Source: an optimization exercise on an open RTL-to-GDS flow (aim: small area). Production flows keep margins and buffers that such runs may drop. Only simulation tests tie the RTL to the original design; equivalence was not proved.

`design/flow/design.v`:
```
module LZdetect2(
	IN,
	VALID,
	POSITION
);
	input [1:0] IN;
	output VALID, POSITION;
	assign VALID = IN[1] | IN[0];
	assign POSITION = ~IN[1];
endmodule
module LZdetect4(
	IN,
	VALID,
	POSITION
);
	input [3:0] IN;
	output VALID;
	output [1:0] POSITION;
	wire V_Upper, V_Lower, P_Upper, P_Lower;
	LZdetect2 u32 (IN[3:2], V_Upper, P_Upper);
	LZdetect2 u10 (IN[1:0], V_Lower, P_Lower);
	assign VALID = V_Upper | V_Lower;
	assign POSITION[1] = ~V_Upper;
	assign POSITION[0] = V_Upper? P_Upper : P_Lower;
endmodule
module LZdetect8(
	IN,
	VALID,
	POSITION
);
	input [7:0] IN;
	output VALID;
	output [2:0] POSITION;
	wire V_Upper, V_Lower;
	wire [1:0] P_Upper, P_Lower;
	LZdetect4 u32 (IN[7:4], V_Upper, P_Upper);
	LZdetect4 u10 (IN[3:0], V_Lower, P_Lower);
	assign VALID = V_Upper | V_Lower;
	assign POSITION[2] = ~V_Upper;
	assign POSITION[1:0] = V_Upper? P_Upper : P_Lower;
endmodule
module FP_NORM(
	input [15:0] in_i,
	output [16:0] out_o
);
	wire [4:0] E = in_i[14:10];
	wire [9:0] M = in_i[9:0];
	reg [3:0] lz;
	integer k;
	always @* begin
		lz = 4'd0;
		for (k = 0; k < 10; k = k + 1)
			if (M[k]) lz = 4'd9 - k[3:0];
	end
	wire [9:0] Msh = M << lz;           
	wire nz = |E;
	wire [5:0] q = nz ? {1'b1, E} : ((|M) ? (6'd32 - {2'b00, lz}) : 6'd0);
	wire [9:0] m = nz ? M : {Msh[8:0], 1'b0};
	assign out_o = {in_i[15], q, ~m};
endmodule
module FP_MUL(
	input [16:0] opA_i, opB_i,
	input [9:0] mA_i, mB_i,             
	output [15:0] MUL_o
);
	wire sA = opA_i[16], sB = opB_i[16];
	wire [5:0] qA = opA_i[15:10], qB = opB_i[15:10];
	wire sat  = (&qA) | (&qB);
	wire zero = ~(qA[5] | qA[4]) | ~(qB[5] | qB[4]);
	wire denA = ~qA[5] | ~(|qA[4:0]);
	wire denB = ~qB[5] | ~(|qB[4:0]);
	wire sign = sA ^ sB;
	wire [12:0] Ph;
	MUL11 um(.a(mA_i), .b(mB_i), .na(opA_i[9:0]), .nb(opB_i[9:0]), .p(Ph));
	wire lzn = ~Ph[12];
	genvar i;
	wire [6:0] qs;
	wire [6:0] cq;
	HA_CELL hq(.a(qA[0]), .b(qB[0]), .s(qs[0]), .co(cq[1]));
	generate for (i = 1; i < 6; i = i + 1) begin : g_q
		FA_CELL fq(.a(qA[i]), .b(qB[i]), .c(cq[i]), .s(qs[i]), .co(cq[i+1]));
	end endgenerate
	assign qs[6] = cq[6];
	wire [7:0] K = {6'b101100, ~lzn, lzn};
	wire [7:0] qx = {1'b0, qs};
	wire [7:0] Ep;
	wire [8:0] ck;
	assign ck[0] = 1'b0;
	generate for (i = 0; i < 8; i = i + 1) begin : g_k
		assign Ep[i] = qx[i] ^ K[i] ^ ck[i];
		assign ck[i+1] = (qx[i] & K[i]) | (ck[i] & (qx[i] ^ K[i]));
	end endgenerate
	wire lz0 = ~denA & ~denB & Ph[12];
	wire Epos = ~Ep[7] & (|Ep[6:0]);
	wire Ege31 = ~Ep[7] & ((|Ep[6:5]) | (&Ep[4:0]));
	wire den = ~lz0 & ~Epos;
	wire [4:0] expo = lz0 ? (Ege31 ? 5'd31 : Ep[4:0]) : (Epos ? Ep[4:0] : 5'd0);
	wire [7:0] nE = ~Ep;
	wire [7:0] sh;
	wire [7:0] cs;
	assign sh[0] = nE[0];
	assign cs[1] = 1'b1;
	generate for (i = 1; i < 8; i = i + 1) begin : g_sh
		assign sh[i] = nE[i] ^ cs[i];
		if (i < 7) begin : g_c
			assign cs[i+1] = nE[i] & cs[i];
		end
	end endgenerate
	wire [11:0] N = lzn ? Ph[11:0] : Ph[12:1];
	wire [11:0] r1 = sh[0] ? {1'b0, N[11:1]} : N;
	wire [11:0] r2 = sh[1] ? {2'b0, r1[11:2]} : r1;
	wire [11:0] r3 = sh[2] ? {4'b0, r2[11:4]} : r2;
	wire [11:0] r4 = sh[3] ? {8'b0, r3[11:8]} : r3;
	wire [11:0] D = den ? ((|sh[7:4]) ? 12'd0 : r4) : N;
	wire [10:0] X11 = D[11:1];
	wire rb = D[0];
	wire [11:0] T;
	wire [11:0] cr;
	assign cr[0] = rb;
	generate for (i = 0; i < 11; i = i + 1) begin : g_r
		HA_CELL hr(.a(X11[i]), .b(cr[i]), .s(T[i]), .co(cr[i+1]));
	end endgenerate
	assign T[11] = cr[11];
	wire ovf = rb & ~(|(X11 & T[10:0]));
	wire [9:0] Mo = ovf ? T[10:1] : T[9:0];
	assign MUL_o = sat ? 16'h7C00 : (zero ? {sign, 15'b0} : {sign, expo, Mo});
endmodule
module MUL11(input [9:0] a, b, na, nb, output [12:0] p);
	wire t1, t2;
	HA_CELL h_t1(.a(~(na[0] | nb[9])), .b(~(na[1] | nb[8])), .s(t1), .co(t2));
	wire t3, t4;
	FA_CELL f_t3(.a(~(na[1] | nb[9])), .b(~(na[2] | nb[8])), .c(~(na[3] | nb[7])), .s(t3), .co(t4));
	wire t5, t6;
	HA_CELL h_t5(.a(~(na[4] | nb[6])), .b(~(na[5] | nb[5])), .s(t5), .co(t6));
	wire t7, t8;
	FA_CELL f_t7(.a(~(na[2] | nb[9])), .b(~(na[3] | nb[8])), .c(~(na[4] | nb[7])), .s(t7), .co(t8));
	wire t9, t10;
	HA_CELL h_t9(.a(~(na[5] | nb[6])), .b(~(na[6] | nb[5])), .s(t9), .co(t10));
	wire t11, t12;
	FA_CELL f_t11(.a(~(na[3] | nb[9])), .b(~(na[4] | nb[8])), .c(~(na[5] | nb[7])), .s(t11), .co(t12));
	wire t13, t14;
	HA_CELL h_t13(.a(~(na[0] | nb[6])), .b(~(na[1] | nb[5])), .s(t13), .co(t14));
	wire t15, t16;
	FA_CELL f_t15(.a(~(na[0] | nb[7])), .b(~(na[1] | nb[6])), .c(~(na[2] | nb[5])), .s(t15), .co(t16));
	wire t17, t18;
	HA_CELL h_t17(.a(~(na[3] | nb[4])), .b(~(na[4] | nb[3])), .s(t17), .co(t18));
	wire t19, t20;
	FA_CELL f_t19(.a(~(na[0] | nb[8])), .b(~(na[1] | nb[7])), .c(~(na[2] | nb[6])), .s(t19), .co(t20));
	wire t21, t22;
	FA_CELL f_t21(.a(~(na[3] | nb[5])), .b(~(na[4] | nb[4])), .c(~(na[5] | nb[3])), .s(t21), .co(t22));
	wire t23, t24;
	HA_CELL h_t23(.a(~(na[6] | nb[2])), .b(~(na[7] | nb[1])), .s(t23), .co(t24));
	wire t25, t26;
	FA_CELL f_t25(.a(t1), .b(~(na[2] | nb[7])), .c(~(na[3] | nb[6])), .s(t25), .co(t26));
	wire t27, t28;
	FA_CELL f_t27(.a(~(na[4] | nb[5])), .b(~(na[5] | nb[4])), .c(~(na[6] | nb[3])), .s(t27), .co(t28));
	wire t29, t30;
	FA_CELL f_t29(.a(~(na[7] | nb[2])), .b(~(na[8] | nb[1])), .c(~(na[9] | nb[0])), .s(t29), .co(t30));
	wire t31, t32;
	FA_CELL f_t31(.a(t2), .b(t3), .c(t5), .s(t31), .co(t32));
	wire t33, t34;
	FA_CELL f_t33(.a(~(na[6] | nb[4])), .b(~(na[7] | nb[3])), .c(~(na[8] | nb[2])), .s(t33), .co(t34));
	wire t35, t36;
	FA_CELL f_t35(.a(~(na[9] | nb[1])), .b(a[0]), .c(b[0]), .s(t35), .co(t36));
	wire t37, t38;
	FA_CELL f_t37(.a(t4), .b(t6), .c(t7), .s(t37), .co(t38));
	wire t39, t40;
	FA_CELL f_t39(.a(t9), .b(~(na[7] | nb[4])), .c(~(na[8] | nb[3])), .s(t39), .co(t40));
	wire t41, t42;
	FA_CELL f_t41(.a(~(na[9] | nb[2])), .b(a[1]), .c(b[1]), .s(t41), .co(t42));
	wire t43, t44;
	FA_CELL f_t43(.a(t8), .b(t10), .c(t11), .s(t43), .co(t44));
	wire t45, t46;
	FA_CELL f_t45(.a(~(na[6] | nb[6])), .b(~(na[7] | nb[5])), .c(~(na[8] | nb[4])), .s(t45), .co(t46));
	wire t47, t48;
	FA_CELL f_t47(.a(~(na[9] | nb[3])), .b(a[2]), .c(b[2]), .s(t47), .co(t48));
	wire t49, t50;
	FA_CELL f_t49(.a(t12), .b(~(na[4] | nb[9])), .c(~(na[5] | nb[8])), .s(t49), .co(t50));
	wire t51, t52;
	FA_CELL f_t51(.a(~(na[6] | nb[7])), .b(~(na[7] | nb[6])), .c(~(na[8] | nb[5])), .s(t51), .co(t52));
	wire t53, t54;
	FA_CELL f_t53(.a(~(na[9] | nb[4])), .b(a[3]), .c(b[3]), .s(t53), .co(t54));
	wire t55, t56;
	FA_CELL f_t55(.a(~(na[5] | nb[9])), .b(~(na[6] | nb[8])), .c(~(na[7] | nb[7])), .s(t55), .co(t56));
	wire t57, t58;
	FA_CELL f_t57(.a(~(na[8] | nb[6])), .b(~(na[9] | nb[5])), .c(a[4]), .s(t57), .co(t58));
	wire t59, t60;
	FA_CELL f_t59(.a(~(na[6] | nb[9])), .b(~(na[7] | nb[8])), .c(~(na[8] | nb[7])), .s(t59), .co(t60));
	wire t61, t62;
	HA_CELL h_t61(.a(~(na[0] | nb[4])), .b(~(na[1] | nb[3])), .s(t61), .co(t62));
	wire t63, t64;
	FA_CELL f_t63(.a(~(na[0] | nb[5])), .b(~(na[1] | nb[4])), .c(~(na[2] | nb[3])), .s(t63), .co(t64));
	wire t65, t66;
	HA_CELL h_t65(.a(~(na[3] | nb[2])), .b(~(na[4] | nb[1])), .s(t65), .co(t66));
	wire t67, t68;
	FA_CELL f_t67(.a(t13), .b(~(na[2] | nb[4])), .c(~(na[3] | nb[3])), .s(t67), .co(t68));
	wire t69, t70;
	FA_CELL f_t69(.a(~(na[4] | nb[2])), .b(~(na[5] | nb[1])), .c(~(na[6] | nb[0])), .s(t69), .co(t70));
	wire t71, t72;
	FA_CELL f_t71(.a(t14), .b(t15), .c(t17), .s(t71), .co(t72));
	wire t73, t74;
	FA_CELL f_t73(.a(~(na[5] | nb[2])), .b(~(na[6] | nb[1])), .c(~(na[7] | nb[0])), .s(t73), .co(t74));
	wire t75, t76;
	FA_CELL f_t75(.a(t16), .b(t18), .c(t19), .s(t75), .co(t76));
	wire t77, t78;
	FA_CELL f_t77(.a(t21), .b(t23), .c(~(na[8] | nb[0])), .s(t77), .co(t78));
	wire t79, t80;
	FA_CELL f_t79(.a(t20), .b(t22), .c(t24), .s(t79), .co(t80));
	wire t81, t82;
	FA_CELL f_t81(.a(t25), .b(t27), .c(t29), .s(t81), .co(t82));
	wire t83, t84;
	FA_CELL f_t83(.a(t26), .b(t28), .c(t30), .s(t83), .co(t84));
	wire t85, t86;
	FA_CELL f_t85(.a(t31), .b(t33), .c(t35), .s(t85), .co(t86));
	wire t87, t88;
	FA_CELL f_t87(.a(t32), .b(t34), .c(t36), .s(t87), .co(t88));
	wire t89, t90;
	FA_CELL f_t89(.a(t37), .b(t39), .c(t41), .s(t89), .co(t90));
	wire t91, t92;
	FA_CELL f_t91(.a(t38), .b(t40), .c(t42), .s(t91), .co(t92));
	wire t93, t94;
	FA_CELL f_t93(.a(t43), .b(t45), .c(t47), .s(t93), .co(t94));
	wire t95, t96;
	FA_CELL f_t95(.a(t44), .b(t46), .c(t48), .s(t95), .co(t96));
	wire t97, t98;
	FA_CELL f_t97(.a(t49), .b(t51), .c(t53), .s(t97), .co(t98));
	wire t99, t100;
	FA_CELL f_t99(.a(t50), .b(t52), .c(t54), .s(t99), .co(t100));
	wire t101, t102;
	FA_CELL f_t101(.a(t55), .b(t57), .c(b[4]), .s(t101), .co(t102));
	wire t103, t104;
	FA_CELL f_t103(.a(t56), .b(t58), .c(t59), .s(t103), .co(t104));
	wire t105, t106;
	FA_CELL f_t105(.a(~(na[9] | nb[6])), .b(a[5]), .c(b[5]), .s(t105), .co(t106));
	wire t107, t108;
	FA_CELL f_t107(.a(t60), .b(~(na[7] | nb[9])), .c(~(na[8] | nb[8])), .s(t107), .co(t108));
	wire t109, t110;
	FA_CELL f_t109(.a(~(na[9] | nb[7])), .b(a[6]), .c(b[6]), .s(t109), .co(t110));
	wire t111, t112;
	FA_CELL f_t111(.a(~(na[8] | nb[9])), .b(~(na[9] | nb[8])), .c(a[7]), .s(t111), .co(t112));
	wire t113, t114;
	HA_CELL h_t113(.a(~(na[0] | nb[3])), .b(~(na[1] | nb[2])), .s(t113), .co(t114));
	wire t115, t116;
	FA_CELL f_t115(.a(t61), .b(~(na[2] | nb[2])), .c(~(na[3] | nb[1])), .s(t115), .co(t116));
	wire t117, t118;
	FA_CELL f_t117(.a(t62), .b(t63), .c(t65), .s(t117), .co(t118));
	wire t119, t120;
	FA_CELL f_t119(.a(t64), .b(t66), .c(t67), .s(t119), .co(t120));
	wire t121, t122;
	FA_CELL f_t121(.a(t68), .b(t70), .c(t71), .s(t121), .co(t122));
	wire t123, t124;
	FA_CELL f_t123(.a(t72), .b(t74), .c(t75), .s(t123), .co(t124));
	wire t125, t126;
	FA_CELL f_t125(.a(t76), .b(t78), .c(t79), .s(t125), .co(t126));
	wire t127, t128;
	FA_CELL f_t127(.a(t80), .b(t82), .c(t83), .s(t127), .co(t128));
	wire t129, t130;
	FA_CELL f_t129(.a(t84), .b(t86), .c(t87), .s(t129), .co(t130));
	wire t131, t132;
	FA_CELL f_t131(.a(t88), .b(t90), .c(t91), .s(t131), .co(t132));
	wire t133, t134;
	FA_CELL f_t133(.a(t92), .b(t94), .c(t95), .s(t133), .co(t134));
	wire t135, t136;
	FA_CELL f_t135(.a(t96), .b(t98), .c(t99), .s(t135), .co(t136));
	wire t137, t138;
	FA_CELL f_t137(.a(t100), .b(t102), .c(t103), .s(t137), .co(t138));
	wire t139, t140;
	FA_CELL f_t139(.a(t104), .b(t106), .c(t107), .s(t139), .co(t140));
	wire t141, t142;
	FA_CELL f_t141(.a(t108), .b(t110), .c(t111), .s(t141), .co(t142));
	wire t143, t144;
	FA_CELL f_t143(.a(t112), .b(~(na[9] | nb[9])), .c(a[8]), .s(t143), .co(t144));
	wire t145, t146;
	HA_CELL h_t145(.a(~(na[0] | nb[2])), .b(~(na[1] | nb[1])), .s(t145), .co(t146));
	wire t147, t148;
	FA_CELL f_t147(.a(t113), .b(~(na[2] | nb[1])), .c(~(na[3] | nb[0])), .s(t147), .co(t148));
	wire t149, t150;
	FA_CELL f_t149(.a(t114), .b(t115), .c(~(na[4] | nb[0])), .s(t149), .co(t150));
	wire t151, t152;
	FA_CELL f_t151(.a(t116), .b(t117), .c(~(na[5] | nb[0])), .s(t151), .co(t152));
	wire t153, t154;
	FA_CELL f_t153(.a(t118), .b(t119), .c(t69), .s(t153), .co(t154));
	wire t155, t156;
	FA_CELL f_t155(.a(t120), .b(t121), .c(t73), .s(t155), .co(t156));
	wire t157, t158;
	FA_CELL f_t157(.a(t122), .b(t123), .c(t77), .s(t157), .co(t158));
	wire t159, t160;
	FA_CELL f_t159(.a(t124), .b(t125), .c(t81), .s(t159), .co(t160));
	wire t161, t162;
	FA_CELL f_t161(.a(t126), .b(t127), .c(t85), .s(t161), .co(t162));
	wire t163, t164;
	FA_CELL f_t163(.a(t128), .b(t129), .c(t89), .s(t163), .co(t164));
	wire t165, t166;
	FA_CELL f_t165(.a(t130), .b(t131), .c(t93), .s(t165), .co(t166));
	wire t167, t168;
	FA_CELL f_t167(.a(t132), .b(t133), .c(t97), .s(t167), .co(t168));
	wire t169, t170;
	FA_CELL f_t169(.a(t134), .b(t135), .c(t101), .s(t169), .co(t170));
	wire t171, t172;
	FA_CELL f_t171(.a(t136), .b(t137), .c(t105), .s(t171), .co(t172));
	wire t173, t174;
	FA_CELL f_t173(.a(t138), .b(t139), .c(t109), .s(t173), .co(t174));
	wire t175, t176;
	FA_CELL f_t175(.a(t140), .b(t141), .c(b[7]), .s(t175), .co(t176));
	wire t177, t178;
	FA_CELL f_t177(.a(t142), .b(t143), .c(b[8]), .s(t177), .co(t178));
	wire t179, t180;
	FA_CELL f_t179(.a(t144), .b(a[9]), .c(b[9]), .s(t179), .co(t180));
	wire t181 = ~(na[0] | nb[1]) & ~(na[1] | nb[0]);
	wire t182 = (t145 & ~(na[2] | nb[0])) | (t181 & (t145 | ~(na[2] | nb[0])));
	wire t183 = (t146 & t147) | (t182 & (t146 | t147));
	wire t184 = (t148 & t149) | (t183 & (t148 | t149));
	wire t185 = (t150 & t151) | (t184 & (t150 | t151));
	wire t186 = (t152 & t153) | (t185 & (t152 | t153));
	wire t187 = (t154 & t155) | (t186 & (t154 | t155));
	wire t188 = (t156 & t157) | (t187 & (t156 | t157));
	wire t189, t190;
	FA_CELL f_t189(.a(t158), .b(t159), .c(t188), .s(t189), .co(t190));
	wire t191, t192;
	FA_CELL f_t191(.a(t160), .b(t161), .c(t190), .s(t191), .co(t192));
	wire t193, t194;
	FA_CELL f_t193(.a(t162), .b(t163), .c(t192), .s(t193), .co(t194));
	wire t195, t196;
	FA_CELL f_t195(.a(t164), .b(t165), .c(t194), .s(t195), .co(t196));
	wire t197, t198;
	FA_CELL f_t197(.a(t166), .b(t167), .c(t196), .s(t197), .co(t198));
	wire t199, t200;
	FA_CELL f_t199(.a(t168), .b(t169), .c(t198), .s(t199), .co(t200));
	wire t201, t202;
	FA_CELL f_t201(.a(t170), .b(t171), .c(t200), .s(t201), .co(t202));
	wire t203, t204;
	FA_CELL f_t203(.a(t172), .b(t173), .c(t202), .s(t203), .co(t204));
	wire t205, t206;
	FA_CELL f_t205(.a(t174), .b(t175), .c(t204), .s(t205), .co(t206));
	wire t207, t208;
	FA_CELL f_t207(.a(t176), .b(t177), .c(t206), .s(t207), .co(t208));
	wire t209, t210;
	FA_CELL f_t209(.a(t178), .b(t179), .c(t208), .s(t209), .co(t210));
	wire t211 = ~(t180 ^ t210);
	wire t212 = t180 | t210;
	assign p = {t212, t211, t209, t207, t205, t203, t201, t199, t197, t195, t193, t191, t189};
endmodule
module FP_ADD(
	input [15:0] opA_i, opB_i,
	output [15:0] ADD_o
);
	wire SA = opA_i[15], SB = opB_i[15];
	wire [4:0] EA = opA_i[14:10], EB = opB_i[14:10];
	wire sat = (&EA) | (&EB);
	wire [15:0] cg;
	assign cg[0] = 1'b1;
	genvar i;
	generate for (i = 0; i < 15; i = i + 1) begin : g_cmp
		assign cg[i+1] = (opA_i[i] & ~opB_i[i]) | (cg[i] & (opA_i[i] | ~opB_i[i]));
	end endgenerate
	wire a_ge = cg[15];
	wire [14:0] big = a_ge ? opA_i[14:0] : opB_i[14:0];
	wire [14:0] sml = a_ge ? opB_i[14:0] : opA_i[14:0];
	wire Sbig = a_ge ? SA : SB;
	wire [4:0] Ebig = big[14:10];
	wire [4:0] Esml = sml[14:10];
	wire sub = SA ^ SB;
	wire [5:0] cd;
	wire [4:0] d;
	assign cd[0] = 1'b1;
	generate for (i = 0; i < 5; i = i + 1) begin : g_d
		FA_CELL fd(.a(Ebig[i]), .b(~Esml[i]), .c(cd[i]), .s(d[i]), .co(cd[i+1]));
	end endgenerate
	wire [10:0] ssig = {|Esml, sml[9:0]};
	wire [21:0] a0 = {1'b0, ssig, 10'b0};
	wire [21:0] a1 = d[4] ? {16'b0, a0[21:16]} : a0;
	wire [21:0] a2 = d[3] ? {8'b0, a1[21:8]} : a1;
	wire [21:0] a3 = d[2] ? {4'b0, a2[21:4]} : a2;
	wire [21:0] a4 = d[1] ? {2'b0, a3[21:2]} : a3;
	wire [21:0] a5 = d[0] ? {1'b0, a4[21:1]} : a4;
	wire [13:0] smlw = a5[21:8];
	wire sticky = |a5[7:0];
	wire [13:0] bigw = {1'b0, |Ebig, big[9:0], 2'b00};
	wire [13:0] y = smlw ^ {14{sub}};
	wire [13:0] cm;
	wire [13:0] MR;
	assign cm[0] = sub & ~sticky;
	assign MR[0] = y[0] ^ cm[0];
	assign cm[1] = y[0] & cm[0];
	assign MR[1] = y[1] ^ cm[1];
	assign cm[2] = y[1] & cm[1];
	generate for (i = 2; i < 13; i = i + 1) begin : g_add
		FA_CELL fm(.a(bigw[i]), .b(y[i]), .c(cm[i]), .s(MR[i]), .co(cm[i+1]));
	end endgenerate
	assign MR[13] = y[13] ^ cm[13];
	wire mrzero = ~(|MR);
	wire z8 = ~(|MR[13:6]);
	wire [13:0] n1 = z8 ? {MR[5:0], 8'b0} : MR;
	wire z4 = ~(|n1[13:10]);
	wire [13:0] n2 = z4 ? {n1[9:0], 4'b0} : n1;
	wire z2 = ~(|n2[13:12]);
	wire [13:0] n3 = z2 ? {n2[11:0], 2'b0} : n2;
	wire z1 = ~n3[13];
	wire [13:0] n4 = z1 ? {n3[12:0], 1'b0} : n3;
	wire [3:0] lz = {z8, z4, z2, z1};
	wire [11:0] N = n4[13:2];           
	wire [6:0] eb1 = {2'b00, Ebig};
	wire [6:0] nlz = ~{3'b000, lz};
	wire [7:0] ce;
	wire [6:0] Es;
	assign ce[0] = 1'b0;
	wire [6:0] two = 7'd2;
	wire [6:0] t1;
	wire [7:0] ct;
	assign ct[0] = 1'b0;
	generate for (i = 0; i < 7; i = i + 1) begin : g_es
		assign t1[i] = eb1[i] ^ nlz[i] ^ ct[i];
		assign ct[i+1] = (eb1[i] & nlz[i]) | (ct[i] & (eb1[i] ^ nlz[i]));
	end endgenerate
	generate for (i = 0; i < 7; i = i + 1) begin : g_es2
		assign Es[i] = t1[i] ^ two[i] ^ ce[i];
		assign ce[i+1] = (t1[i] & two[i]) | (ce[i] & (t1[i] ^ two[i]));
	end endgenerate
	wire Epos = ~Es[6] & (|Es[5:0]);
	wire lzz = ~(|lz);
	wire norm = lzz | Epos;
	wire [10:0] ci;
	wire [9:0] Mn;
	assign ci[0] = N[0];
	generate for (i = 0; i < 9; i = i + 1) begin : g_rnd
		HA_CELL hr(.a(N[i+1]), .b(ci[i]), .s(Mn[i]), .co(ci[i+1]));
	end endgenerate
	assign Mn[9] = N[10] ^ ci[9];
	wire Es0 = ~(|Es);
	wire Esm1 = &Es;
	wire all11 = &N[10:1];
	wire [9:0] Md = Es0 ? {8'b0, all11, ~all11} : {9'b0, Esm1 & (&N[10:2])};
	wire [4:0] ebp1;
	wire [5:0] cp;
	assign cp[0] = 1'b1;
	generate for (i = 0; i < 5; i = i + 1) begin : g_ep
		assign ebp1[i] = Ebig[i] ^ cp[i];
		assign cp[i+1] = Ebig[i] & cp[i];
	end endgenerate
	wire [4:0] expo = lzz ? ebp1 : (Epos ? Es[4:0] : 5'd0);
	wire [9:0] Mo = mrzero ? 10'd0 : (norm ? Mn : Md);
	wire [4:0] Eo = mrzero ? 5'd0 : expo;
	wire So = Sbig & ~(sub & mrzero);
	assign ADD_o = sat ? 16'h7C00 : {So, Eo, Mo};
endmodule
module FP_ADD0(
	input [15:0] opA_i,
	output [15:0] ADD_o
);
	wire [4:0] EA = opA_i[14:10];
	wire [9:0] MA = opA_i[9:0];
	assign ADD_o = (&EA) ? 16'h7C00 :
	               (|EA) ? opA_i : {opA_i[15] & (|MA), 14'b0, &MA};
endmodule
module FA_CELL(input a, b, c, output s, co);
	assign s = a ^ b ^ c;
	assign co = (a & b) | (c & (a ^ b));
endmodule
module HA_CELL(input a, b, output s, co);
	assign s = a ^ b;
	assign co = a & b;
endmodule
module macrow4(
	input clk, 
	input reset_n, 
	input enX, 
	input [3:0] enW, 
	input [15:0] X_i, W_i,
	output valid_o, 
	output [15:0] Y_o
);
	wire [16:0] xn, wn;
	FP_NORM nx(.in_i(X_i), .out_o(xn));
	FP_NORM nw(.in_i(W_i), .out_o(wn));
	reg [16:0] Xin;
	reg [16:0] W0, W1, W2, W3;
	reg [15:0] M0, M1, M2, M3;
	reg [15:0] S0, S1, S2, S3;
	reg [2:0] count;
	reg v1, v2;
	always @(posedge clk)
		if (enX) Xin <= xn;
	always @(posedge clk or negedge reset_n) begin
		if (~reset_n) begin
			W0 <= 17'd0;
			W1 <= 17'd0;
			W2 <= 17'd0;
			W3 <= 17'd0;
		end else begin
			case (enW)
				4'b0001: W0 <= wn;
				4'b0010: W1 <= wn;
				4'b0100: W2 <= wn;
				4'b1000: W3 <= wn;
				default: ;
			endcase
		end
	end
	wire [9:0] xm = ~Xin[9:0];
	wire [9:0] w0m = ~W0[9:0], w1m = ~W1[9:0], w2m = ~W2[9:0], w3m = ~W3[9:0];
	wire [15:0] m0, m1, m2, m3, s0, s1, s2, s3;
	FP_MUL u1(.opA_i(Xin), .opB_i(W0), .mA_i(xm), .mB_i(w0m), .MUL_o(m0));
	FP_MUL u2(.opA_i(Xin), .opB_i(W1), .mA_i(xm), .mB_i(w1m), .MUL_o(m1));
	FP_MUL u3(.opA_i(Xin), .opB_i(W2), .mA_i(xm), .mB_i(w2m), .MUL_o(m2));
	FP_MUL u4(.opA_i(Xin), .opB_i(W3), .mA_i(xm), .mB_i(w3m), .MUL_o(m3));
	FP_ADD0 a1(.opA_i(M0), .ADD_o(s0));
	FP_ADD  a2(.opA_i(M1), .opB_i(S0), .ADD_o(s1));
	FP_ADD  a3(.opA_i(M2), .opB_i(S1), .ADD_o(s2));
	FP_ADD  a4(.opA_i(M3), .opB_i(S2), .ADD_o(s3));
	always @(posedge clk) begin
		M0 <= m0;
		M1 <= m1;
		M2 <= m2;
		M3 <= m3;
		S0 <= s0;
		S1 <= s1;
		S2 <= s2;
		S3 <= s3;
	end
	always @(posedge clk or negedge reset_n) begin
		if (~reset_n) begin
			count <= 3'd0;
			v1 <= 1'b0;
			v2 <= 1'b0;
		end else begin
			if (enX && !count[2]) count <= count + 3'd1;
			v1 <= count[2];
			v2 <= v1;
		end
	end
	assign valid_o = v2;
	assign Y_o = S3;
endmodule
```
`design/flow/run.sh`:
```
#!/bin/bash
# synth_recipe.tcl (not shown) runs the flow's synth.tcl, then flattens the netlist and writes it again
# the make line also repeats each setting of config.mk as NAME=value (left out here)
make -C /OpenROAD-flow-scripts/flow DESIGN_CONFIG=/design/flow/config.mk WORK_HOME=/design/flow/orfs CLKGATE_MAP_FILE= SYNTH_SCRIPT=/design/flow/synth_recipe.tcl finish
```
`design/flow/config.mk`:
```
export PLATFORM = sky130hd
export DESIGN_NAME = macrow4
export DESIGN_NICKNAME = macrow4
export VERILOG_FILES = /design/flow/design.v
export SDC_FILE = /design/flow/constraint.sdc
export NUM_CORES = 4
export LEC_CHECK = 0
export ABC_AREA = 1
export CAP_MARGIN = 20
export CORE_MARGIN = 2
export CORE_UTILIZATION = 40
export SLEW_MARGIN = 20
```
`design/flow/constraint.sdc`:
```
create_clock -name core_clock -period 24.0 [get_ports {clk}]
set_input_delay 4.8000 -clock core_clock [delete_from_list [all_inputs] [get_ports {clk}]]
set_output_delay 4.8000 -clock core_clock [all_outputs]
set_load 0.01 [all_outputs]
```
==> results of run 1 <==
-- cell families (layout without fill, tap and decap cells) --
kind of cell    Yosys count  in the layout  synth area share (%)
simple gates           2022           2022                  24.4
buf+inv                1063           1026                  11.9
compound gates          799            799                  13.5
fa+ha+maj               679            679                  34.6
flops                   218            218                  14.5
xor+xnor                 24             24                 0.687
mux                      13             13                 0.388
-- metal layers --
layer	track usage, %	vias up	routed length (µm)
met1	30.4	14336	44000
met4	5.29	4	2140
met3	2.83	127	5000
met2	36.8	757	43700
met5	0	-	23
li1	-	15003	-
-- per-stage QoR --
| step | hold WS [ns] | setup slack [ns] | utilization, % | instance area [µm²] |
|---|---|---|---|---|
| floorplan | 0.331 | 10.41 | - | 33900 |
| global placement | 0.339 | 9.50 | 42.2 | 35400 |
| detailed placement | 0.345 | 9.13 | 42.2 | 35400 |
| CTS | 0.359 | 9.06 | 43.3 | 36300 |
| global route | 0.365 | 7.68 | 43.3 | 36300 |
| finish | 0.352 | 8.97 | 43.3 | 36300 |
-- cells in the final DEF (no fill, tap or decap), types with 9 or more instances in the layout --
| cell type | count |
|---|---|
| a21oi_1 | 76 |
| a22oi_1 | 11 |
| a31oi_1 | 14 |
| buf_4 | 26 |
| clkbuf_16 | 30 |
| clkdlybuf4s50_1 | 54 |
| clkinv_1 | 13 |
| dfrtp_1 | 73 |
| dfxtp_1 | 128 |
| edfxtp_1 | 17 |
| fa_1 | 430 |
| ha_1 | 247 |
| inv_1 | 853 |
| inv_2 | 24 |
| mux2i_1 | 12 |
| nand2_1 | 1203 |
| nand3_1 | 217 |
| nand4_1 | 37 |
| nor2_1 | 460 |
| nor3_1 | 34 |
| nor4_1 | 23 |
| o211ai_1 | 38 |
| o21a_1 | 9 |
| o21ai_0 | 479 |
| o21ai_1 | 40 |
| o21ai_2 | 18 |
| o21bai_1 | 10 |
| o22ai_1 | 38 |
| o31ai_1 | 9 |
| or2_2 | 12 |
| xnor2_1 | 11 |
| xor2_1 | 10 |
-- cell type report --
| type | instances | area [µm²] |
|---|---|---|
| fill | 8784 | 47500 |
| clock buffer | 32 | 768 |
| tap | 1134 | 1420 |
| inverter | 894 | 3370 |
| timing repair buffer | 80 | 736 |
| multi-input combinational | 3537 | 25000 |
| sequential | 218 | 4900 |
| clock inverter | 20 | 190 |
-- cells in the mapped netlist, types with 4 or more instances --
| library cell | n | area [µm²] |
|---|---|---|
| fa_1 | 430 | 8610 |
| nand2_1 | 1203 | 4520 |
| nor2_1 | 460 | 1730 |
| xor2_1 | 10 | 87.6 |
| o22ai_1 | 38 | 238 |
| a21oi_1 | 76 | 380 |
| a31oi_1 | 14 | 87.6 |
| nand4_1 | 37 | 231 |
| dfxtp_1 | 128 | 2560 |
| or2_2 | 12 | 75.1 |
| o21bai_1 | 10 | 75.1 |
| nor3_1 | 36 | 180 |
| o2111ai_1 | 5 | 43.8 |
| inv_2 | 24 | 90.1 |
| o21ai_2 | 18 | 158 |
| nand3_1 | 217 | 1090 |
| inv_1 | 853 | 3200 |
| nand2_4 | 6 | 67.6 |
| o21a_1 | 9 | 67.6 |
| o31ai_1 | 9 | 67.6 |
| xnor2_1 | 11 | 96.3 |
| clkinv_1 | 13 | 48.8 |
| mux2i_1 | 12 | 120 |
| inv_4 | 4 | 25.0 |
| buf_1 | 20 | 75.1 |
| o21ai_0 | 480 | 2400 |
| ha_1 | 247 | 3090 |
| a22oi_1 | 11 | 82.6 |
| nor4_1 | 23 | 144 |
| edfxtp_1 | 17 | 510 |
| dfrtp_1 | 73 | 1830 |
| clkbuf_1 | 129 | 484 |
| a32oi_1 | 5 | 43.8 |
| buf_2 | 15 | 75.1 |
| a22o_1 | 4 | 35.0 |
| o21ai_1 | 39 | 195 |
| o211ai_1 | 38 | 285 |
| o221ai_1 | 6 | 52.6 |
-- worst max-delay path by stage --
| stage | from | end | depth (start not counted) | slack, ns |
|---|---|---|---|---|
| after global placement | Xin[2]$_DFFE_PP_ | M3[9]$_SDFF_PP0_ | 52 | 9.50 |
| after CTS | Xin[2]$_DFFE_PP_ | M2[9]$_SDFF_PP0_ | 52 | 9.06 |
| final | Xin[2]$_DFFE_PP_ | M2[9]$_SDFF_PP0_ | 52 | 8.97 |
| after floorplan | Xin[1]$_DFFE_PP_ | M3[0]$_SDFF_PP0_ | 61 | 10.41 |
| after detailed placement | Xin[2]$_DFFE_PP_ | M2[9]$_SDFF_PP0_ | 52 | 9.13 |
| after global routing | Xin[2]$_DFFE_PP_ | M2[4]$_SDFF_PP0_ | 52 | 7.68 |
-- state kept, by name, summed over array words and instances (netlist names) --
register / cells
M1: 16
count: 3
W1: 17
S3: 16
M3: 16
S0: 16
W2: 17
S2: 16
M0: 16
W0: 17
v1: 1
v2: 1
Xin: 17
M2: 16
S1: 16
W3: 17
==> reports/qor.txt, run 1 <==
Worst R2R End - M2[9]$_SDFF_PP0_
Placed cells - 5,863
CTS tree - yes
Die Y - 295 µm
Seq cells post-synth - 218
Post-Syn Area per Cell - 7.03 µm²
IO Port Bufs - 55
YS warnings - 2
Initial DRC Count - 2,230
Root buf cell - clkbuf_16
CP Class - register to register
Crit-path leading delay family - adder cells
Final Max Tran Viols - 0
Initial antenna violation count - 2
CP startpoint kind - register
Worst Skew - 0.0494 ns
Post-CTS setup buffer count - 0
RSZ-0062 raised after global routing - false
Crit path capture type - register
Critical path required time - 24.49 ns
Predominant post-synthesis flop cell - dfxtp_1
Clk Latency, worst-skew pair - 0.60 ns
Slowest stage cell on the critical path - fa_1
TNS Setup - 0 ns
Hold_buf cts - 0
Number of diodes - 0
Fin crit period - 15.03 ns
Core Footprint - 83,800 µm²
Clock-pin slew on the worst setup and hold paths - 0.07 ns
Worst Path Max Fanout - 25
Tcrit/Tclk final - 62.6%
Max Freq - 66.5 MHz
Hold Crit Start - v1$_DFF_PN0_
CP max stage delay - 0.78 ns
RR Startpoint - Xin[2]$_DFFE_PP_
# setup viols final - 0
Most used cell, CP - ha_1
Total Routing Usage GR - 22.1%
Buffers & Inverters on Critical Path - 8
Post-synthesis sequential area ratio - 14.5%
R2R Setup Slk - 8.97 ns
Worst hold-check path type - register to register
Max-Cap Viols - 0
First-pass GRT wire length - 155 mm
Final WL - 94.9 mm
Yosys cell types - 80
Worst-margin pin slew - 1.14 ns
Max clock buf depth - 3
Number of global-route vias before repair - 29,353
GPL Wtd Cong - 0.917
H-tree levels - 1
Post-CTS resize count - 0
Synth async-reset ratio - 33.5%
Critical Path AT - 15.53 ns
HPWL after detailed placement - 76.5 mm
Mapped Cells - 4,818
Die Area - 87,100 µm²
Final net count - 5,475
Non-Filler Instances - 5,915
Gr ovfl total - 0
Post-DRT Antenna Nets - 0
Hold Path End - v2$_DFF_PN0_
Hold path depth - 0
Rows - 106
Share of cells above drive strength 1 - 3.70%
Number of synthesized flops with an enable pin - 17
Avg WL per Cell - 16.0 µm
Net Count, Synth - 5,534
Vias/cell - 5.11
Status - no timing/DRC/antenna violations
Hold Fails Final Rpt - 0
Num Clock Sinks - 218
DRT Pass-1 Iters - 5
Total CTS buffers - 28
Largest net degree at the start of global routing - 69
Die width - 295 µm
Drt drc - 0
Slew headroom - 23.4%
Vias post-DR - 30,227
# IOs - 56
Mapped cell area - 33,900 µm²
Area growth, synth to finish - 7.20%
Initial Util - 40.4%
Worst reg-to-reg path cell count - 52
==> run 2, diff against run 1 <==
--- a/design/flow/design.v
+++ b/design/flow/design.v
@@ -95,23 +95,22 @@
 	wire Ege31 = ~Ep[7] & ((|Ep[6:5]) | (&Ep[4:0]));
 	wire den = ~lz0 & ~Epos;
 	wire [4:0] expo = lz0 ? (Ege31 ? 5'd31 : Ep[4:0]) : (Epos ? Ep[4:0] : 5'd0);
-	wire [7:0] nE = ~Ep;
-	wire [7:0] sh;
-	wire [7:0] cs;
-	assign sh[0] = nE[0];
-	assign cs[1] = 1'b1;
-	generate for (i = 1; i < 8; i = i + 1) begin : g_sh
-		assign sh[i] = nE[i] ^ cs[i];
-		if (i < 7) begin : g_c
-			assign cs[i+1] = nE[i] & cs[i];
-		end
+	wire [6:0] nq = ~qs;
+	wire [6:0] k80 = 7'd81;
+	wire [6:0] am;
+	wire [7:0] ca;
+	assign ca[0] = 1'b0;
+	generate for (i = 0; i < 7; i = i + 1) begin : g_am
+		assign am[i] = nq[i] ^ k80[i] ^ ca[i];
+		assign ca[i+1] = (nq[i] & k80[i]) | (ca[i] & (nq[i] ^ k80[i]));
 	end endgenerate
-	wire [11:0] N = lzn ? Ph[11:0] : Ph[12:1];
-	wire [11:0] r1 = sh[0] ? {1'b0, N[11:1]} : N;
-	wire [11:0] r2 = sh[1] ? {2'b0, r1[11:2]} : r1;
-	wire [11:0] r3 = sh[2] ? {4'b0, r2[11:4]} : r2;
-	wire [11:0] r4 = sh[3] ? {8'b0, r3[11:8]} : r3;
-	wire [11:0] D = den ? ((|sh[7:4]) ? 12'd0 : r4) : N;
+	wire [3:0] amt = den ? am[3:0] : {3'b000, Ph[12]};
+	wire big = den & (|am[6:4]);
+	wire [12:0] r1 = amt[0] ? {1'b0, Ph[12:1]} : Ph;
+	wire [12:0] r2 = amt[1] ? {2'b0, r1[12:2]} : r1;
+	wire [12:0] r3 = amt[2] ? {4'b0, r2[12:4]} : r2;
+	wire [11:0] r4 = amt[3] ? {4'b0, r3[12:8]} : r3[11:0];
+	wire [11:0] D = big ? 12'd0 : r4;
 	wire [10:0] X11 = D[11:1];
 	wire rb = D[0];
 	wire [11:0] T;
@@ -367,14 +366,19 @@
 		FA_CELL fd(.a(Ebig[i]), .b(~Esml[i]), .c(cd[i]), .s(d[i]), .co(cd[i+1]));
 	end endgenerate
 	wire [10:0] ssig = {|Esml, sml[9:0]};
-	wire [21:0] a0 = {1'b0, ssig, 10'b0};
-	wire [21:0] a1 = d[4] ? {16'b0, a0[21:16]} : a0;
-	wire [21:0] a2 = d[3] ? {8'b0, a1[21:8]} : a1;
-	wire [21:0] a3 = d[2] ? {4'b0, a2[21:4]} : a2;
-	wire [21:0] a4 = d[1] ? {2'b0, a3[21:2]} : a3;
-	wire [21:0] a5 = d[0] ? {1'b0, a4[21:1]} : a4;
-	wire [13:0] smlw = a5[21:8];
-	wire sticky = |a5[7:0];
+	wire [12:0] a0 = {ssig, 2'b00};
+	wire [12:0] a1 = d[0] ? {1'b0, a0[12:1]} : a0;
+	wire [12:0] a2 = d[1] ? {2'b0, a1[12:2]} : a1;
+	wire [12:0] a3 = d[2] ? {4'b0, a2[12:4]} : a2;
+	wire [12:0] a4 = d[3] ? {8'b0, a3[12:8]} : a3;
+	wire [13:0] smlw = d[4] ? 14'd0 : {1'b0, a4};
+	reg sticky;
+	integer j;
+	always @* begin
+		sticky = 1'b0;
+		for (j = 0; j < 11; j = j + 1)
+			if ((d >= j + 3) && (d <= j + 10)) sticky = sticky | ssig[j];
+	end
 	wire [13:0] bigw = {1'b0, |Ebig, big[9:0], 2'b00};
 	wire [13:0] y = smlw ^ {14{sub}};
 	wire [13:0] cm;
==> design/flow/flow/run.sh (new file) <==
#!/bin/bash
set -o pipefail
here=$(pwd)
cp standard.sh standard_sh.copy.log
rm -rf "$here/scripts_mod"
cp -r "$FLOW_HOME/scripts" "$here/scripts_mod"
cp "$here/flow/abc_area.script" "$here/scripts_mod/abc_area.script"
export SCRIPTS_DIR="$here/scripts_mod"
bash standard.sh > standard.log 2>&1
status=$?
cp -r orfs/logs tool_logs 2>/dev/null
exit $status
==> design/flow/flow/abc_area.script (new file) <==
strash
dc2
dch -f
amap
topo
==> design/flow/standard.sh (new file) <==
#!/bin/bash
# synth_recipe.tcl (not shown) runs the flow's synth.tcl, then flattens the netlist and writes it again
# the make line also repeats each setting of config.mk as NAME=value (left out here)
make -C /OpenROAD-flow-scripts/flow DESIGN_CONFIG=/design/flow/config.mk WORK_HOME=/design/flow/orfs CLKGATE_MAP_FILE= SYNTH_SCRIPT=/design/flow/synth_recipe.tcl "${@:-finish}"
removed: design/flow/run.sh
==> run 2 against run 1 <==
Synthesized cell count fell by 24%. Highest routed layer is now met4. Synthesized area down 9.7%. Die area is 9.5% lower. Hold slack better by 0.015 ns. Still clean. Core utilization rose by 1.1 points. Critical endpoint is now S2[3]$_SDFF_PP0_. Cell area shrank 7.2%.
==> reports/qor.txt, run 2 <==
DRT Pass-1 Iters - 6
Crit path capture type - register
Yosys cell types - 60
Post-DRT Antenna Nets - 0
H-tree levels - 1
Die Y - 281 µm
Initial antenna violation count - 0
Worst Skew - 0.0471 ns
Rows - 101
Hold path depth - 0
Initial Util - 40.4%
Mapped cell area - 30,600 µm²
# setup viols final - 0
Final net count - 4,514
Number of synthesized flops with an enable pin - 17
Count leader, synth - clkinv_1
Die width - 281 µm
Vias post-DR - 26,871
Most frequent cells in the layout - clkinv_1 (723), nor2_1 (540), fa_1 (430), o22ai_1 (288), nand2_1 (249)
Critical Path AT - 18.59 ns
Vias/cell - 5.60
Seq cells post-synth - 218
Placed inst area - 32,700 µm²
Final Max Tran Viols - 0
Avg WL per Cell - 18.3 µm
Final WL - 87.8 mm
Slowest stage cell on the critical path - o21ai_0
Hold_buf cts - 0
Synth async-reset ratio - 33.5%
Fin crit period - 18.09 ns
GPL Wtd Cong - 0.983
Hold Crit Start - M0[13]$_SDFF_PP1_
TNS Setup - 0 ns
Hold Fails Final Rpt - 0
Post-synth top cells - clkinv_1 (723), nor2_1 (541), fa_1 (430)
Worst-margin pin slew - 0.963 ns
Num Clock Sinks - 218
Largest net degree at the start of global routing - 53
Most used cell, CP - clkinv_1
Tcrit/Tclk final - 75.4%
Post-Syn Area per Cell - 8.33 µm²
HPWL after detailed placement - 69.6 mm
CP max stage delay - 0.75 ns
Area growth, synth to finish - 10.1%
Gr ovfl total - 0
Most common cell after layout, fill and taps aside - clkinv_1
Core Footprint - 75,800 µm²
Number of diodes - 0
Predominant post-synthesis flop cell - dfxtp_1
RSZ-0062 raised after global routing - false
Post-CTS setup buffer count - 0
Share of cells above drive strength 1 - 2.72%
Worst reg-to-reg path cell count - 86
Die Area - 78,800 µm²
Root buf cell - clkbuf_16
Largest cells by area after synthesis - fa_1 (28%), ha_1 (10%), clkinv_1 (8.9%)
Drt drc - 0
Slew headroom - 35.6%
Post-CTS resize count - 0
Worst Path Max Fanout - 30
Max clock buf depth - 3
Hold Path End - S0[13]$_SDFF_PP1_
Critical path required time - 24.50 ns
CP Class - register to register
Placed cells - 4,746
Initial DRC Count - 2,070
YS warnings - 3
Fill cell count - 7,554
IO Port Bufs - 55
CTS tree - yes
Synth area leader - fa_1
# IOs - 56
Setup ws final - 5.91 ns
Total Routing Usage GR - 22.5%
CP startpoint kind - register
Status - no timing/DRC/antenna violations
Max-Cap Viols - 0
Clk Latency, worst-skew pair - 0.61 ns
RR Startpoint - S1[1]$_SDFF_PP0_
Net Count, Synth - 4,391
Clock-pin slew on the worst setup and hold paths - 0.07 ns
Number of global-route vias before repair - 26,524
Total CTS buffers - 28
R2R Setup Slk - 5.91 ns
First-pass GRT wire length - 143 mm
Final instance area - 33,700 µm²
Non-Filler Instances - 4,798
Post-synthesis sequential area ratio - 16.0%
Post-place setup slack - 6.22 ns
Worst hold-check path type - register to register
Top cell type's share of synthesized area - 28.1%
Worst R2R End - S2[3]$_SDFF_PP0_
Mapped Cells - 3,675
Max Freq - 55.3 MHz
Post-layout util - 44.5%
Worst hold margin - 0.367 ns
run 2: worst max-delay path by stage:
stage | startpoint | to
final | S1[1]$_SDFF_PP0_ | S2[3]$_SDFF_PP0_
after floorplan | S0[2]$_SDFF_PP0_ | S1[11]$_SDFF_PP1_
after global routing | S1[1]$_SDFF_PP0_ | S2[7]$_SDFF_PP0_
after global placement | S1[1]$_SDFF_PP0_ | S2[4]$_SDFF_PP0_
after detailed placement | S1[1]$_SDFF_PP0_ | S2[7]$_SDFF_PP0_
after CTS | S1[1]$_SDFF_PP0_ | S2[7]$_SDFF_PP0_
run 2: area by class of cell:
type / count / area (µm²) / share of cell area [%]
Sequential cell: 218 / 4900 / 14.5
Tap cell: 978 / 1220 / 3.63
Timing Repair Buffer: 98 / 871 / 2.58
Clock inverter: 22 / 246 / 0.731
Clock buffer: 30 / 739 / 2.19
Multi-Input combinational cell: 2729 / 23000 / 68.3
Inverter: 723 / 2710 / 8.05
run 2: worst max-delay path: cells and delay by family (launching register included):
family                   cells  cell delay, ns
AO/OA/AOI/OAI               22            5.12
adder cells (fa/ha/maj)     23            5.44
buffers and inverters       19            3.70
flip-flops                   1            0.35
AND/OR/NAND/NOR             22            3.41
run 2: cells by family after synthesis:
kind of cell,share of synthesized area (%)
simple gates,16.6
compound gates,20.2
buf+inv,8.93
fa+ha+maj,38.2
flops,16.0
run 2: metal layers:
metal	share of wire, %	track usage, %
met5	0	0
met4	3.3	6.88
met3	5.1	2.41
met2	46	36.8
met1	46	31.2
==> run 3, diff against run 2 <==
--- a/design/flow/config.mk
+++ b/design/flow/config.mk
@@ -10,3 +10,4 @@
 export CORE_MARGIN = 2
 export CORE_UTILIZATION = 40
 export SLEW_MARGIN = 20
+export SYNTH_HIERARCHICAL = 1
==> run 3 against run 2 <==
First-iteration DRC count increased by 4.1%. Hold slack got worse by 0.012 ns. Core utilization decreased by 0.60 points. Critical endpoint is now S3[1]$_DFF_P_. Largest cell class unchanged.
==> reports/qor.txt, run 3 <==
Met2 WL - 40.2 mm
Post-CTS setup buffer count - 0
Adder-cell area share of the yosys netlist - 38.8%
Die width - 275 µm
Count leader, synth - nor2_1
Max Freq - 52.1 MHz
RSZ-0062 raised after global routing - false
Hold_buf cts - 0
Num Clock Sinks - 218
DRT Pass-1 Iters - 6
Final WL - 87.3 mm
Clk Latency, worst-skew pair - 0.59 ns
Number of synthesized flops with an enable pin - 17
Post-place setup slack - 5.16 ns
Mapped Cells - 3,413
Root buf cell - clkbuf_16
Crit path capture type - register
Largest family of logic cells by synthesized area - adder cells
Setup ws final - 4.80 ns
Worst Path Max Fanout - 37
Predominant post-synthesis flop cell - dfxtp_1
Metal-1 WL - 39.3 mm
Die Y - 275 µm
Final Max Tran Viols - 0
Initial Util - 40.4%
Post-Syn Area per Cell - 8.63 µm²
Tcrit/Tclk final - 80.0%
Register Area - 4900 µm²
Slew headroom - 30.0%
Met3 wire len - 5.64 mm
Final net count - 4,155
Area of the multi-input gates - 22,600 µm²
GPL Wtd Cong - 0.947
Total CTS buffers - 29
Max clock buf depth - 3
Max-Cap Viols - 0
CTS tree - yes
Share of cells above drive strength 1 - 2.26%
Vias post-DR - 25,995
Clock-pin slew on the worst setup and hold paths - 0.06 ns
Fill cell count - 7,171
TNS Setup - 0 ns
Mapped cell area - 29,500 µm²
CP Class - register to register
Synth async-reset ratio - 33.5%
Post-CTS resize count - 0
Worst-margin pin slew - 1.02 ns
Synth area leader - fa_1
Total Routing Usage GR - 23.0%
H-tree levels - 1
Area growth, synth to finish - 8.62%
Most used cell, CP - fa_1
Synth Area in Simple Gates - 16.2%
Critical Path AT - 19.65 ns
First-pass GRT wire length - 141 mm
Core Footprint - 73,000 µm²
Mux contribution to synthesized area - 0%
# IOs - 56
Gr ovfl total - 0
Initial DRC Count - 2,154
Post-synth top cells - nor2_1 (656), fa_1 (445), clkinv_1 (425)
# setup viols final - 0
Slowest stage cell on the critical path - clkinv_1
Yosys cell types - 51
Synth Area in Compound Gates - 21.3%
Hold Fails Final Rpt - 0
Post-synthesis sequential area ratio - 16.6%
YS warnings - 9
HPWL after detailed placement - 67.2 mm
Rows - 99
Top sig layer - met4
Largest cells by area after synthesis - fa_1 (30%), dfxtp_1 (8.7%), ha_1 (8.6%)
Avg WL per Cell - 19.6 µm
Most common cell after layout, fill and taps aside - nor2_1
Drt drc - 0
CP startpoint kind - register
Vias/cell - 5.84
Net Count, Synth - 4,099
Post-DRT Antenna Nets - 0
Status - no timing/DRC/antenna violations
Largest net degree at the start of global routing - 74
Number of diodes - 0
Top cell type's share of synthesized area - 30.2%
Die Area - 75,800 µm²
Seq cells post-synth - 218
Initial antenna violation count - 0
Xor/xnor share of the synthesized area - 0.119%
IO Port Bufs - 55
Fin crit period - 19.20 ns
Critical path required time - 24.45 ns
Most frequent cells in the layout - nor2_1 (656), fa_1 (445), clkinv_1 (425), o22ai_1 (270), nand2_1 (269)
CP max stage delay - 0.79 ns
Worst Skew - 0.0248 ns
Worst hold-check path type - register to register
Number of global-route vias before repair - 25,460
-- run 3: critical path: cells and delay by family, from the launching register on --
kind	cells	cell delay (ns)
simple gates	16	3.58
flops	1	0.34
fa+ha+maj	25	9.07
compound gates	20	3.83
buf+inv	10	2.25
-- run 3: layout make-up --
cell class | instances | share of cell area (%)
Sequential cell | 218 | 15.3
Inverter | 425 | 4.98
Multi-Input combinational cell | 2711 | 70.5
Tap cell | 959 | 3.75
Timing Repair Buffer | 84 | 2.42
Clock buffer | 38 | 2.53
Clock inverter | 14 | 0.543
-- run 3: kinds of logic (layout without fill, tap and decap cells) --
| group | Yosys count | in the layout |
|---|---|---|
| AO/OA/AOI/OAI | 908 | 908 |
| XOR/XNOR | 4 | 4 |
| adder cells (fa/ha/maj) | 647 | 647 |
| buffers and inverters | 484 | 561 |
| flip-flops | 218 | 218 |
| other | 3 | 3 |
| AND/OR/NAND/NOR | 1149 | 1149 |
-- run 3: per-stage QoR --
stage	hold WS (ns)	cells	util, %	cell area [µm²]
after global placement	0.336	4396	42.5	31000
after global routing	0.365	4449	43.9	32000
final	0.354	4449	43.9	32000
after detailed placement	0.343	4396	42.5	31000
after floorplan	0.331	3413	-	29500
after CTS	0.357	4448	43.8	32000
-- run 3: metal layers --
metal	vias to the layer above	global-route usage (%)
li1	12183	-
met1	12653	32.2
met2	992	37.9
met3	167	3.01
met4	0	5.41
met5	-	0
-- run 3: Yosys stat by module, one instance, submodules excluded, a selection --
module,flops+latches,times used,cells
FA_CELL,0,432,1
MUL11,0,4,128
FP_ADD,0,3,377
FP_NORM,0,2,97
FP_ADD0,0,1,36
FP_MUL,0,4,148
macrow4,218,1,401
-- run 3: worst paths after layout --
kind | startpoint | slack, ns | to | cells after the start
max in group asynchronous | reset_n | 19.22 | W3[9]$_DFFE_PN0N_ | 1
max | M3[2]$_DFF_P_ | 4.80 | S3[1]$_DFF_P_ | 71
min in group asynchronous | reset_n | 4.24 | count[1]$_DFFE_PN0P_ | 1
min | v1$_DFF_PN0_ | 0.35 | v2$_DFF_PN0_ | 0
min reg2reg | v1$_DFF_PN0_ | 0.35 | v2$_DFF_PN0_ | 0
max reg2reg | M3[2]$_DFF_P_ | 4.80 | S3[1]$_DFF_P_ | 71
==> run 4, diff against run 3 <==
--- a/design/flow/design.v
+++ b/design/flow/design.v
@@ -41,7 +41,7 @@
 endmodule
 module FP_NORM(
 	input [15:0] in_i,
-	output [16:0] out_o
+	output [15:0] out_o                
 );
 	wire [4:0] E = in_i[14:10];
 	wire [9:0] M = in_i[9:0];
@@ -56,7 +56,7 @@
 	wire nz = |E;
 	wire [5:0] q = nz ? {1'b1, E} : ((|M) ? (6'd32 - {2'b00, lz}) : 6'd0);
 	wire [9:0] m = nz ? M : {Msh[8:0], 1'b0};
-	assign out_o = {in_i[15], q, ~m};
+	assign out_o = {q, ~m};
 endmodule
 module FP_MUL(
 	input [16:0] opA_i, opB_i,
@@ -313,31 +313,30 @@
 	wire t186 = (t152 & t153) | (t185 & (t152 | t153));
 	wire t187 = (t154 & t155) | (t186 & (t154 | t155));
 	wire t188 = (t156 & t157) | (t187 & (t156 | t157));
-	wire t189, t190;
-	FA_CELL f_t189(.a(t158), .b(t159), .c(t188), .s(t189), .co(t190));
-	wire t191, t192;
-	FA_CELL f_t191(.a(t160), .b(t161), .c(t190), .s(t191), .co(t192));
-	wire t193, t194;
-	FA_CELL f_t193(.a(t162), .b(t163), .c(t192), .s(t193), .co(t194));
-	wire t195, t196;
-	FA_CELL f_t195(.a(t164), .b(t165), .c(t194), .s(t195), .co(t196));
-	wire t197, t198;
-	FA_CELL f_t197(.a(t166), .b(t167), .c(t196), .s(t197), .co(t198));
-	wire t199, t200;
-	FA_CELL f_t199(.a(t168), .b(t169), .c(t198), .s(t199), .co(t200));
-	wire t201, t202;
-	FA_CELL f_t201(.a(t170), .b(t171), .c(t200), .s(t201), .co(t202));
-	wire t203, t204;
-	FA_CELL f_t203(.a(t172), .b(t173), .c(t202), .s(t203), .co(t204));
-	wire t205, t206;
-	FA_CELL f_t205(.a(t174), .b(t175), .c(t204), .s(t205), .co(t206));
-	wire t207, t208;
-	FA_CELL f_t207(.a(t176), .b(t177), .c(t206), .s(t207), .co(t208));
-	wire t209, t210;
-	FA_CELL f_t209(.a(t178), .b(t179), .c(t208), .s(t209), .co(t210));
-	wire t211 = ~(t180 ^ t210);
-	wire t212 = t180 | t210;
-	assign p = {t212, t211, t209, t207, t205, t203, t201, t199, t197, t195, t193, t191, t189};
+	wire t190;
+	FA_CELL f_t189(.a(t158), .b(t159), .c(t188), .s(p[0]), .co(t190));
+	wire t192;
+	FA_CELL f_t191(.a(t160), .b(t161), .c(t190), .s(p[1]), .co(t192));
+	wire t194;
+	FA_CELL f_t193(.a(t162), .b(t163), .c(t192), .s(p[2]), .co(t194));
+	wire t196;
+	FA_CELL f_t195(.a(t164), .b(t165), .c(t194), .s(p[3]), .co(t196));
+	wire t198;
+	FA_CELL f_t197(.a(t166), .b(t167), .c(t196), .s(p[4]), .co(t198));
+	wire t200;
+	FA_CELL f_t199(.a(t168), .b(t169), .c(t198), .s(p[5]), .co(t200));
+	wire t202;
+	FA_CELL f_t201(.a(t170), .b(t171), .c(t200), .s(p[6]), .co(t202));
+	wire t204;
+	FA_CELL f_t203(.a(t172), .b(t173), .c(t202), .s(p[7]), .co(t204));
+	wire t206;
+	FA_CELL f_t205(.a(t174), .b(t175), .c(t204), .s(p[8]), .co(t206));
+	wire t208;
+	FA_CELL f_t207(.a(t176), .b(t177), .c(t206), .s(p[9]), .co(t208));
+	wire t210;
+	FA_CELL f_t209(.a(t178), .b(t179), .c(t208), .s(p[10]), .co(t210));
+	assign p[11] = ~(t180 ^ t210);
+	assign p[12] = t180 | t210;
 endmodule
 module FP_ADD(
 	input [15:0] opA_i, opB_i,
@@ -473,9 +472,11 @@
 	output valid_o, 
 	output [15:0] Y_o
 );
-	wire [16:0] xn, wn;
-	FP_NORM nx(.in_i(X_i), .out_o(xn));
-	FP_NORM nw(.in_i(W_i), .out_o(wn));
+	wire [15:0] xq, wq;
+	FP_NORM nx(.in_i(X_i), .out_o(xq));
+	FP_NORM nw(.in_i(W_i), .out_o(wq));
+	wire [16:0] xn = {X_i[15], xq};
+	wire [16:0] wn = {W_i[15], wq};
 	reg [16:0] Xin;
 	reg [16:0] W0, W1, W2, W3;
 	reg [15:0] M0, M1, M2, M3;
@@ -507,7 +508,8 @@
 	FP_MUL u2(.opA_i(Xin), .opB_i(W1), .mA_i(xm), .mB_i(w1m), .MUL_o(m1));
 	FP_MUL u3(.opA_i(Xin), .opB_i(W2), .mA_i(xm), .mB_i(w2m), .MUL_o(m2));
 	FP_MUL u4(.opA_i(Xin), .opB_i(W3), .mA_i(xm), .mB_i(w3m), .MUL_o(m3));
-	FP_ADD0 a1(.opA_i(M0), .ADD_o(s0));
+	wire [4:0] e0 = M0[14:10];
+	assign s0 = (&e0) ? 16'h7C00 : (|e0) ? M0 : {M0[15] & (|M0[9:0]), 14'b0, &M0[9:0]};
 	FP_ADD  a2(.opA_i(M1), .opB_i(S0), .ADD_o(s1));
 	FP_ADD  a3(.opA_i(M2), .opB_i(S1), .ADD_o(s2));
 	FP_ADD  a4(.opA_i(M3), .opB_i(S2), .ADD_o(s3));
==> run 4 against run 3 <==
Still clean on timing, DRC and antenna. Final cell count fell by 0.27%. Core utilization rose by 0.66 points. Non-clock buffer count rose by 2. Fmax rose by 1.1%. Count of clock-buffer cells in the layout fell by 1. Sequential share of layout area barely moved. Cell area fell by 0.20%. Synthesized area fell by 1.4%. Sequential cell count did not move. Clock skew rose by 0.017 ns. Critical path type unchanged. Highest routed layer unchanged.
==> reports/qor.txt, run 4 <==
Total Routing Usage GR - 22.4%
Post-synth top cells - nor2_1 (666), fa_1 (445), clkinv_1 (428)
Final net count - 4,152
Most frequent cells in the layout - nor2_1 (666), fa_1 (445), clkinv_1 (428), o22ai_1 (274), nand2_1 (262)
H-tree levels - 1
Worst Path Max Fanout - 37
Area growth, synth to finish - 9.91%
Initial antenna violation count - 0
Root buf cell - clkbuf_16
DRT Pass-1 Iters - 7
Fin crit period - 18.99 ns
Number of global-route vias before repair - 25,857
Post-CTS setup buffer count - 0
Largest cells by area after synthesis - fa_1 (31%), dfxtp_1 (8.8%), ha_1 (8.7%)
Number of synthesized flops with an enable pin - 17
Final instance area - 31,900 µm²
Rows - 98
Final Max Tran Viols - 0
TNS Setup - 0 ns
Synth area leader - fa_1
Tcrit/Tclk final - 79.1%
Net Count, Synth - 4,042
Largest net degree at the start of global routing - 69
Num Clock Sinks - 218
Hold_buf cts - 0
Max Freq - 52.7 MHz
Critical path required time - 24.42 ns
Drt drc - 0
Initial Util - 40.5%
CP startpoint kind - register
Seq cells post-synth - 218
Placed inst area - 31,000 µm²
Mapped cell area - 29,100 µm²
Number of diodes - 0
# setup viols final - 0
CP Class - register to register
Die Area - 74,800 µm²
Share of cells above drive strength 1 - 2.24%
YS warnings - 9
Die width - 274 µm
Die Y - 274 µm
Slew headroom - 32.1%
GPL Wtd Cong - 0.930
Post-synthesis sequential area ratio - 16.9%
Status - no timing/DRC/antenna violations
Post-CTS resize count - 0
Predominant post-synthesis flop cell - dfxtp_1
Final WL - 83.2 mm
CP max stage delay - 0.80 ns
IO Port Bufs - 55
CTS tree - yes
Hold Fails Final Rpt - 0
Max clock buf depth - 3
Avg WL per Cell - 18.7 µm
Synth async-reset ratio - 33.5%
Vias/cell - 5.78
Gr ovfl total - 0
Worst Skew - 0.0420 ns
HPWL after detailed placement - 66.2 mm
Post-DRT Antenna Nets - 0
Post-Syn Area per Cell - 8.66 µm²
Critical Path AT - 19.41 ns
Crit path capture type - register
Slowest stage cell on the critical path - clkinv_1
Most common cell after layout, fill and taps aside - nor2_1
Worst-margin pin slew - 1.02 ns
Most used cell, CP - fa_1
Count leader, synth - nor2_1
Clock-pin slew on the worst setup and hold paths - 0.06 ns
Max-Cap Viols - 0
Total CTS buffers - 27
RSZ-0062 raised after global routing - false
Yosys cell types - 48
Clk Latency, worst-skew pair - 0.58 ns
First-pass GRT wire length - 137 mm
Vias post-DR - 25,624
Top cell type's share of synthesized area - 30.7%
Core Footprint - 71,700 µm²
Initial DRC Count - 1,835
# IOs - 56
Mapped Cells - 3,356
Worst hold-check path type - register to register
-- run 4: critical path, delay by kind of cell, from the launching register on --
kind,cells,cell delay (ns)
and+or+nand+nor,17,3.65
adders and majority gates,24,8.99
AOI/OAI and AO/OA,20,3.64
DFF,1,0.33
buffers and inverters,9,2.18
-- run 4: final cells by class --
class / instances / area [µm²]
clock inverter: 13 / 144
tap: 950 / 1190
sequential: 218 / 4900
timing repair buffer: 86 / 785
fill: 7189 / 39800
clock buffer: 37 / 774
inverter: 428 / 1610
multi-input combinational: 2705 / 22500
-- run 4: path summary, 6_finish.rpt --
path,start,end,slack (ns),depth (start not counted)
worst max-delay path,M1[2]$_DFF_P_,S1[1]$_DFF_P_,5.01,70
worst min-delay path,v1$_DFF_PN0_,v2$_DFF_PN0_,0.35,0
worst max register to register,M1[2]$_DFF_P_,S1[1]$_DFF_P_,5.01,70
worst min register to register,v1$_DFF_PN0_,v2$_DFF_PN0_,0.35,0
max in group asynchronous,reset_n,W3[12]$_DFFE_PN0N_,18.80,2
min in group asynchronous,reset_n,v1$_DFF_PN0_,4.02,1
-- run 4: per-stage QoR --
stage	setup WS (ns)	util, %	std cells	hold WS, ns
finish	5.01	44.5	4437	0.350
detailed placement	5.23	43.2	4386	0.336
CTS	5.12	44.5	4436	0.351
floorplan	6.60	-	3356	0.331
global placement	5.38	43.2	4386	0.335
global route	3.27	44.5	4437	0.370
-- run 4: cells by family (layout without fill, tap and decap cells) --
| logic type | after synthesis | after routing | share of synthesized area, % |
|---|---|---|---|
| other | 3 | 3 | 0.0387 |
| DFF | 218 | 218 | 16.9 |
| adders and majority gates | 647 | 647 | 39.4 |
| and+or+nand+nor | 1149 | 1149 | 16.5 |
| xor gates and xnor gates | 4 | 4 | 0.121 |
| buffers and inverters | 433 | 564 | 5.59 |
| AOI/OAI and AO/OA | 902 | 902 | 21.6 |
-- run 4: metal layers --
| metal | up-vias | GRT usage, % | routed length (µm) |
|---|---|---|---|
| met2 | 753 | 39.7 | 40700 |
| met4 | 0 | 4.79 | 1750 |
| met3 | 126 | 2.52 | 4120 |
| li1 | 12197 | - | - |
| met1 | 12548 | 29.5 | 36600 |
| met5 | - | 0 | 0 |
-- run 4: per-module statistics from Yosys, one instance, submodules excluded --
module	cells inside	flops+latches
FP_NORM	93	0
macrow4	440	218
FA_CELL	1	0
FP_MUL	148	0
MUL11	115	0
HA_CELL	1	0
FP_ADD	377	0

==> port drivers added, routing unchanged <==
No port has a modelled driver above. Below, the same layouts with a new extraction and two added sets of constraints. Step 1: set_driving_cell puts a clkbuf_16 on clk and a buf_2 on each other input, an assumption about the parent block. Step 2 adds t to the input delays and takes it off the output delays; t is the mean of the earliest and latest rising clock arrival at the registers after step 1. Input paths then give back, and output paths get back, about the clock's delay inside the block. Three values: ideal, step 1, step 2; two values: the first two.
run	t, ns	setup WS [ns]	worst register clock-pin slew, ns	worst slew at a driven data input, ns
run 1	0.642	8.966 / 8.966 / 8.966	0.07 / 0.07	0.03
run 2	0.651	5.915 / 5.915 / 5.915	0.07 / 0.07	0.04
run 3	0.645	4.802 / 4.802 / 4.802	0.07 / 0.07	0.07
run 4	0.624	5.007 / 5.007 / 5.007	0.07 / 0.07	0.04
After both steps every run listed still meets setup and hold.
